This design comes from an exercise in tuning for a short achievable clock period and few clock cycles on the open sky130 flow, not from production work.
In this exercise RTL edits were held to simulation tests only and were not proved equivalent to the original.
Power and IR drop assume default switching activity.

== red ==
## alu
module alu(
    output [15:0] data_out,
    output        valid_out,
    output        cmd_out,
    input  [15:0] data_in,
    input         valid_in,
    input         cmd_in,
    output        amm_read,
    output [7:0]  amm_address,
    input  [7:0]  amm_readdata,
    input         amm_waitrequest,
    input  [1:0]  amm_response,
    input clk,
    input rst_n
    );
    reg        idle;         
    reg        inpkt;        
    reg        vo_r, co_r;   
    reg [11:0] do_r;
    reg        ar_r;         
    reg [7:0]  aa_r;
    reg [3:0]  opc;
    reg [5:0]  rem;          
    reg        pay_done;
    reg        first;        
    reg        err;
    reg        stopq;        
    reg        killq;        
    reg        b0_ind;       
    reg        first_rd;     
    reg [7:0]  fifo [0:63];
    reg [5:0]  wptr, rptr;
    reg [7:0]  dq;  reg dq_v, dq_first;
    reg [7:0]  rq;  reg rq_v, rq_a;
    reg [11:0] acc;
    reg [7:0]  lor, lxor, lnand;
    reg        hasop;
    reg [7:0]  opa, opb;
    wire [7:0] din   = data_in[7:0];
    wire [1:0] mod   = data_in[9:8];
    wire [3:0] op_in = data_in[11:8];
    wire [5:0] nof_in = data_in[5:0];
    wire hdr_in   = valid_in & cmd_in;
    wire beat     = valid_in & ~cmd_in & inpkt & ~pay_done;
    wire dir      = beat & (mod == 2'b00);
    wire ind      = beat & (mod == 2'b01);
    wire forb     = (din[7:4] == 4'h1) | (din[7:4] == 4'h2) |
                    (din[7:4] == 4'h8) | (din[7:4] == 4'h9);
    wire last_beat = beat & (rem == 6'd1);
    wire unary_in = (op_in[3:2] == 2'b01);
    wire shift_in = (op_in == 4'd8) | (op_in == 4'd9);
    wire reject   = (nof_in == 6'd0) | (unary_in & (nof_in != 6'd1));
    wire sherr    = shift_in & (nof_in != 6'd2);
    wire rdone    = ar_r & ~amm_waitrequest;
    wire rbad     = rdone & (amm_response != 2'b00);
    wire rgood    = rdone & (amm_response == 2'b00);
    wire eng_free = ~ar_r | rdone;
    wire qne      = (rptr != wptr);
    wire good_ind = ind & ~forb & ~stopq & ~rbad;
    wire issue_q  = eng_free & qne & ~killq & ~rbad;
    wire bypass   = eng_free & ~qne & good_ind;
    wire enq      = good_ind & ~bypass;
    wire rd_next  = (ar_r & amm_waitrequest) | issue_q | bypass;
  ...
For scale: ~1600 cells after synthesis, roughly 640 flip-flops, ~58 I/O pins, about 27000 um2 of cells after synthesis.
export LEC_CHECK = 0
export ABC_CLOCK_PERIOD_IN_PS = 2000
export CAP_MARGIN = 20
export CORE_MARGIN = 2
export CORE_UTILIZATION = 40
export PLACE_DENSITY = 0.6
export SETUP_SLACK_MARGIN = 4.6
export SLEW_MARGIN = 20
export TNS_END_PERCENT = 100
create_clock -name core_clock -period 6.5 [get_ports {clk}]
run.sh (not shown) runs the stock make flow with config.mk's settings and CLKGATE_MAP_FILE= SYNTH_SCRIPT=/design/flow/synth_recipe.tcl, a recipe that flattens the netlist after the stock synthesis.
Testbench counts of red, summed over its fixed seeds: cycles 204,229.
For blue, these inputs were changed with respect to red:
Settings: changing SETUP_SLACK_MARGIN from 4.6 to 4.0.
blue vs red, critical path endpoint: aa_r[1] vs aa_r[3]. blue: non-clock buffer count lower than red. blue vs red, sequential share of layout area went up by 1.9 points. Total wire length (higher): red. Higher data required time of the critical path among red and blue: blue. Max growth of design area from synthesis to finish across red and blue: red. Final cell count without fillers of blue falls short of that of red by a few percent. Clock period minus worst slack delta (blue − red): unfavourable. Re fraction of area in non-clock buffers: red and blue aren't equal, and the lower value belongs to blue.
Input changes introduced in green (baseline for comparison: blue):
Settings: clearing ABC_CLOCK_PERIOD_IN_PS, which used to be 2000; clearing SETUP_SLACK_MARGIN, which used to be 4.0; clearing TNS_END_PERCENT, which used to be 100.
Results
Taking green as 1.0, blue lands at 1.06 on first-pass GRT wire length. Finished layout cell area: green and blue compared, lower one is green. Maximum clock rate shrinks by more than 10% when moving from blue to green. Of the two values seen for slowest cell on the critical path, nor4b_1 was produced by green and mux4_2 by blue. Delta (green minus blue): number of standard cells in the final layout excluding fillers dropped about 2.6%; layout overhead on the synthesized area now smaller. The setup slack of green is smaller than that of blue. green vs. blue: power after layout decreased about 3.4%; minimum setup slack after placement decreased 880 ps; global-route usage decreased 1.2 points; final period utilization increased 14 points; total setup buffers inserted after CTS decreased 35.

## static timing again, ports no longer ideal
The results above use ideal ports. As a check the final layouts listed here were re-extracted and re-timed, cells and wires unchanged.
Step 1: set_driving_cell puts a clkbuf_16 on clk and a buf_2 on each other input, an assumption about the parent block.
Step 2 moves the port delays by t, midway between the first and last clock arrival at a register: inputs arrive t later, outputs are due t later. That takes back most of the time a late clock gives input paths.
Slacks: ideal ports / drivers / drivers and shift; pairs: ideal ports / drivers.
run | shift t [ns] | setup WS [ns] | latest minus earliest clock arrival (ns)
red | 0.657 | 3.570 / 3.570 / 3.494 | 0.031 / 0.031
blue | 0.663 | 3.541 / 3.541 / 3.388 | 0.029 / 0.029
green | 0.658 | 2.658 / 2.689 / 2.031 | 0.048 / 0.048
After both steps every run listed still meets setup and hold. For green, which loses most, drivers alone change the setup slack by +0.031 ns; drivers and shift together by -0.627 ns.
